This design comes from an exercise in tuning for small area on the open sky130 flow, not from production work.
Only simulation tests tie the RTL to the original design; equivalence was not proved.
Power figures rest on the tool's default switching activity, not on a simulated workload.

[flow/run.sh]
#!/bin/bash
# synth_recipe.tcl (not shown) runs the flow's synth.tcl, then flattens the netlist and writes it again
# the make line also repeats each setting of config.mk as NAME=value (left out here)
make -C /OpenROAD-flow-scripts/flow DESIGN_CONFIG=/design/flow/config.mk WORK_HOME=/design/flow/orfs CLKGATE_MAP_FILE= SYNTH_SCRIPT=/design/flow/synth_recipe.tcl finish
[flow/config.mk]
export PLATFORM = sky130hd
export DESIGN_NAME = vm2
export DESIGN_NICKNAME = vm2
export VERILOG_FILES = /design/flow/design.v
export SDC_FILE = /design/flow/constraint.sdc
export NUM_CORES = 4
export LEC_CHECK = 0
export CAP_MARGIN = 20
export CORE_MARGIN = 2
export CORE_UTILIZATION = 40
export SLEW_MARGIN = 20
[flow/constraint.sdc]
create_clock -name core_clock -period 5.0 [get_ports {clk}]
set_input_delay 1.0000 -clock core_clock [delete_from_list [all_inputs] [get_ports {clk}]]
set_output_delay 1.0000 -clock core_clock [all_outputs]
set_load 0.01 [all_outputs]
[flow/design.v]
`timescale 1ns / 1ps
module vm2(out_led, out_lcd, clk, rst, cancel, nickel, dime, quater, dollar, selectProduct, LED_button0, LED_button1, LED_button2, LED_button3, LED_button4, LED_button5);
	output out_led;			 
	output [2:0] out_lcd;		 
			input clk;
	input rst;			 
       	input cancel;			 
       	input nickel;			 
       	input dime;			 
       	input quater;			 
       	input dollar;			 
	input [3:0] selectProduct;	 
	output LED_button0, LED_button1, LED_button2, LED_button3, LED_button4, LED_button5;
	reg out_led;		 
	reg [2:0] out_lcd;		
	reg LED_button0, LED_button1, LED_button2, LED_button3, LED_button4, LED_button5;
	wire cancel, nickel, dime, quater, dollar;
	integer timeControl;
parameter amountProduct0 = 50;
parameter amountProduct1 = 100;
parameter amountProduct2 = 125;
parameter amountProduct3 = 150;
integer requiredAmount;
integer enteredAmount;
reg [3:0] state;
reg [0:1] subState;	
integer counter_sec;
reg clk_sec;
wire tick_sec = (counter_sec == 3) && !clk_sec;
always @(posedge clk) begin
	if (rst)
	begin
		clk_sec <= 0;
		counter_sec <= 0;
	end
	else if (counter_sec == 3)
	begin
		clk_sec <= ~clk_sec;
		counter_sec <= 0;
	end
	else
		counter_sec <= counter_sec + 1;
end
wire [3:0] selectProduct;
reg flag_rst;											 
reg [3:0] flag_product;
reg flag_selectProduct;								 
reg flag_productAvailable;							 
reg flag_changeCollect;								 
reg flag_productDispense;							 
reg flag_busy;
reg flagDime;
reg flagQuater;
reg flagDollar;
reg flagNickel;
always @(posedge clk) begin
	if (rst) begin
		out_led <= 0;
		out_lcd <= 0;
		LED_button0 <= 0; LED_button1 <= 0; LED_button2 <= 0;
		LED_button3 <= 0; LED_button4 <= 0; LED_button5 <= 0;
		state <= 0;
		flag_product <= 0;
		flag_selectProduct <= 0;
		flag_busy <= 0;
		flagDime <= 0;
		flagQuater <= 0;
		flagDollar <= 0;
		flagNickel <= 0;
	end
	else if (tick_sec)
	case (state)
		0 : begin
						LED_button0 <= 1'b1;
						out_led <= 1'b0;
						out_lcd <= 0;
								if( |selectProduct && !flag_busy) 
								begin
								flag_product <= selectProduct;
								flag_selectProduct <= 1;
								flag_busy <= 1;
								state <= state + 1;
								end
								else	
								begin
									state <= state;
								end
			end		
		1 : begin							 
			LED_button0 <= 1'b0;LED_button1 <= 1'b1;
			requiredAmount <= 0;
			enteredAmount <= 0;
			flag_changeCollect <= 0;								 
			flag_productDispense <=0;
			if (!flag_selectProduct) begin				 
				state <= state;					 
				flag_rst <= 1;					 
			end	
			else begin						 
				state <= state + 1;				 
				flag_rst <= 0;					 
				flag_productAvailable <= 1;
				case (flag_product)
					4'b0001 : out_lcd <= 001;
					4'b0010 : out_lcd <= 010;
					4'b0100 : out_lcd <= 011;
					4'b1000 : out_lcd <= 100;
				endcase
			end
		end
		2 : begin							 
			LED_button0 <= 1'b0;LED_button1 <= 1'b0;LED_button2<=1'b1;
			if (!flag_productAvailable) begin			 
				state <= 0;					 
				flag_rst <=1;					 
			end
			else begin
				state <= state + 1;
				flag_rst <= 0;
				if (flag_product == 4'b0001) begin
					requiredAmount <= amountProduct0;
				end
				else if (flag_product == 4'b0010) begin
					requiredAmount <= amountProduct1;
				end
				else if (flag_product == 4'b0100) begin
					requiredAmount <= amountProduct2;
				end
				else if (flag_product == 4'b1000) begin
					requiredAmount <= amountProduct3;
				end
			end
		end
		3 : begin							 
			LED_button3 <= 1'b1;LED_button2<=1'b0;
			 if(nickel || dime || quater || dollar) begin
				if(nickel) flagNickel <= 1;
				if(dime) flagDime <= 1;
				if(quater) flagQuater <= 1;
				if(dollar) flagDollar <= 1;
			end
			if (enteredAmount < requiredAmount) begin  
				if (flagNickel) begin				 
					enteredAmount <= enteredAmount + 5;			 
					flagNickel <= 0;
				end
				else if (flagDime) begin			 
					enteredAmount <= enteredAmount + 10;			 
					flagDime <= 0;
					end
				else if (flagQuater) begin			 
					enteredAmount <= enteredAmount + 25;			 
					flagQuater <= 0;
				end
				else if (flagDollar) begin			 
					enteredAmount <= enteredAmount + 100;			 
					flagDollar <= 0;
				end
				state <= state;
			end
			else begin
				state <= state + 1;
				flag_rst <= 0;
			end
		end
		4 : begin						 
			LED_button4 <= 1'b1; LED_button3 <= 1'b0;
			if (enteredAmount < requiredAmount) begin
				state <= state + 1;			 
			   flag_rst <= 0;
				flag_changeCollect <= 1;		 
				flag_productDispense <= 0;		 
			end
			else if (enteredAmount == requiredAmount) begin
				state <= state + 1;			 
				flag_rst <= 0;
				flag_changeCollect <= 0;		 
				flag_productDispense <= 1;		 
			end
			else if (enteredAmount > requiredAmount) begin
				state <= state + 1;			 
				flag_rst <= 0;
				flag_changeCollect <= 1;		 
				flag_productDispense <= 1;		 
			end
		end
		5 : begin
						LED_button5 <= 1'b1; LED_button4 <= 1'b0;
						if (!flag_productDispense && flag_changeCollect) begin				 
							out_led <= 0;								 
							out_lcd <= 101;
							flag_rst <= 1;								 
						end
						else if (flag_productDispense && !flag_changeCollect) begin			 
							out_led <= 1;								 
							out_lcd <= 110;
							flag_rst <= 1;								 
						end
						else if (flag_productDispense && flag_changeCollect) begin			 
							out_led <= 1;								 
							out_lcd <= 111;
							flag_rst <= 1;								 
						end
						timeControl <= 0;
						state <= 0;
						flag_busy <= 0;
						flag_selectProduct <= 0;
						flag_product <= 0;
						flag_productAvailable <= 0;
						flag_productDispense <= 0;
						flag_changeCollect <= 0;	
		end
	endcase
end
endmodule 
==> results_dict.tcl <==
set metrics [dict create \
    status "timing/DRC/antenna clean" \
    crit_path_max_fanout 32 \
    grt.overflow.total 0 \
    worstPathCellList "ha_1, nor4b_2, nand4_2, nor3_1, nand2_1, nor2_2, buf_4" \
    wl_met1_um 5790 \
    finalSetupViolations 0 \
    numCtsBuffers 9 \
    grt_pass1_wl_um 20500 \
    synth_edf_count 42 \
    place.gp.congestion 0.833 \
    tns_ns 0 \
    rsz0062_at_grt "false" \
    fin_crit_ns 3.00 \
    syn_inst 612 \
    ys_ff_latch 98 \
    synth_area_um2 5500 \
    vias_per_cell 5.49 \
    fin_cells 802 \
    numPlacedInstances 786 \
    power_leakage_nw 2.10 \
    critPathLaunchType "register" \
    wl_met3_um 541 \
    nets 654 \
    ys_top_cells_by_area "edfxtp_1 (23%), dfxtp_1 (20%), xor2_1 (6.9%)" \
    synth_top_cell_by_area "edfxtp_1" \
    die_y_um 121 \
    ys_warn_count 1 \
    route.detailed.drc 0 \
    hold_class "reg2reg" \
    initial_core_util 0.412 \
    postCtsSetupBuffers 0 \
    clock-sinks 98 \
    drive_gt1_frac 0.0527 \
    antenna_found_initial 0 \
    dp_hpwl_um 8360 \
    final_max_slew_viol_count 0 \
    critical_path_class "reg2reg" \
    clock_path_buffers 2 \
    root_buffer "clkbuf_16" \
    route.met2.wl_um 5580 \
    routed_wl_um 12000 \
    path_clk_slew_ns 0.07 \
    portBuffers 19 \
    max_freq_mhz 333 \
    io-pin-count 21 \
    worst_slew_pin_slew_ns 0.981 \
    floorplan.rows 42 \
    cts_tree "built" \
    dr.pass1.iters 5 \
    timing.hold.ws_ns 0.446 \
    route.vias.total 4404 \
    post_cts_resized 0 \
    cts_max_level 3 \
    fill_cells 1342 \
    drt_first_iter_violations 374 \
    relSlewSlack 0.344 \
    drt-wirelength-per-cell_um 15.0 \
    worstSkewPairLatency_ns 0.35 \
    final-hold-violation-count 0 \
    synth.avg_cell_area_um2 8.98 \
    die_w_um 121 \
    r2r_slack_ns 2.00 \
    post-route-period-util 0.600 \
    cp.arrival_ns 3.00 \
    required_ns 5.00 \
    powerDensity_nw_per_um2 259 \
    ctsHoldBuffers 0 \
    fin_skew_ns 0.0102 \
    end_kind "register" \
    grt_pass1_vias 4284 \
    maxCapViolCount 0 \
    antenna_cells 0 \
    slowest_stage "nor3_1" \
    design.core.area_um2 13300 \
    synth.most_common_cell "nor2_1" \
    ys.flop_type "dfxtp_1" \
    async_flop_share 0 \
    cp_num_buf_inv 1 \
    yosysTopAreaCellShare 0.229 \
    vdd_drop_max_mv 0.239 \
    grt_max_degree 34 \
    highest_layer "met4" \
    synth_cell_types 52 \
    crit_family "simple AND/OR/NAND/NOR gates" \
    synth-seq-area-share 0.433 \
    cpPeakStageDelay_ns 0.64 \
    ant_nets 0 \
    fp.dieArea_um2 14700 \
    syn_to_final_growth_pct 11.4 \
    grt_usage 0.174 \
    synth_common_cells "nor2_1 (98), dfxtp_1 (56), nand2_1 (48)" \
    syn_nets 645 \
]
==> sequential cells by signal, indices dropped and copies added, names as in the netlist, 3 cells and up <==
signal,cells
out_lcd,3
state,4
requiredAmount,7
counter_sec,32
enteredAmount,32
flag_product,4
==> layout by cell type, fill, tap and decap left out, types with 6 or more instances in the layout <==
master,n
a211oi_1,7
a21oi_1,34
and2_1,8
and3_1,13
and4_1,6
clkbuf_16,9
clkdlybuf4s50_1,19
dfxtp_1,56
edfxtp_1,42
ha_1,22
inv_1,22
nand2_1,47
nand3_1,27
nand3b_1,6
nand4_1,20
nor2_1,97
nor3_1,15
nor4_1,15
o21ai_0,16
xnor2_1,24
xor2_1,43
==> power by group <==
part	internal (W)	total [W]	switching, W	leakage [nW]
clock network	0.000346	0.000671	0.000324	0.140
logic	0.0000302	0.0000742	0.0000440	1.04
registers	0.000834	0.000843	0.00000894	0.920
==> cells by family (layout without fill, tap and decap cells) <==
group / after synthesis / after routing / synth area share
buffers and inverters: 46 / 60 / 0.0316
adders and majority gates: 22 / 22 / 0.0501
xor gates and xnor gates: 67 / 67 / 0.107
muxes: 5 / 5 / 0.00933
DFF: 98 / 98 / 0.433
AOI/OAI and AO/OA: 92 / 92 / 0.107
and+or+nand+nor: 282 / 282 / 0.261
==> metal layers <==
metal  GRT usage  vias to the layer above
met5           0                        -
met1       0.238                     2102
met3      0.0418                       10
li1            -                     2202
met4      0.0431                        0
met2       0.276                       90
==> through the flow <==
| stage | setup WS, ns | utilization | total power (W) | cell area [um2] |
|---|---|---|---|---|
| final | 2.00 | 0.459 | 0.00159 | 6120 |
| after global routing | 1.76 | 0.459 | 0.00164 | 6120 |
| after CTS | 1.99 | 0.459 | 0.00161 | 6120 |
| after detailed placement | 1.62 | 0.438 | 0.000935 | 5850 |
| after global placement | 1.69 | 0.438 | 0.000933 | 5840 |
| after floorplan | 1.56 | - | 0.000910 | 5500 |
==> area by class of cell <==
| cell class | instances | area [um2] | area share |
|---|---|---|---|
| clock inverter | 6 | 48.8 | 0.00797 |
| sequential | 98 | 2380 | 0.389 |
| clock buffer | 10 | 229 | 0.0374 |
| multi-input combinational | 468 | 2950 | 0.482 |
| inverter | 22 | 82.6 | 0.0135 |
| timing repair buffer | 22 | 213 | 0.0347 |
| tap | 176 | 220 | 0.0360 |
==> path summary, 6_finish.rpt <==
path | endpoint | cells past startpoint | from
min reg2reg | counter_sec[0] | 1 | counter_sec[0]
min | counter_sec[0] | 1 | counter_sec[0]
max reg2reg | enteredAmount[20] | 7 | counter_sec[0]
max | enteredAmount[20] | 7 | counter_sec[0]

-- static timing again, ports no longer ideal --
The results above use ideal ports. As a check the final layout listed here was re-extracted and re-timed, cells and wires unchanged. Step 1, drivers: a clkbuf_16 drives clk and a buf_2 each remaining input, both assumed. Step 2 moves the port delays by t, midway between the first and last clock arrival at a register: inputs arrive t later, outputs are due t later. That takes back most of the time a late clock gives input paths. Three values: ideal, step 1, step 2; two values: the first two.
t, ns: 0.382
setup slack, ns: 1.999 / 1.999 / 1.645
worst setup path after step 2: input to register
clock arrival spread, ns: 0.010 / 0.010
worst data-port slew with drivers (ns): 0.03
After both steps setup and hold are still met in this run. For this run, drivers alone change the setup slack by 0.000 ns; drivers and shift together by -0.354 ns.
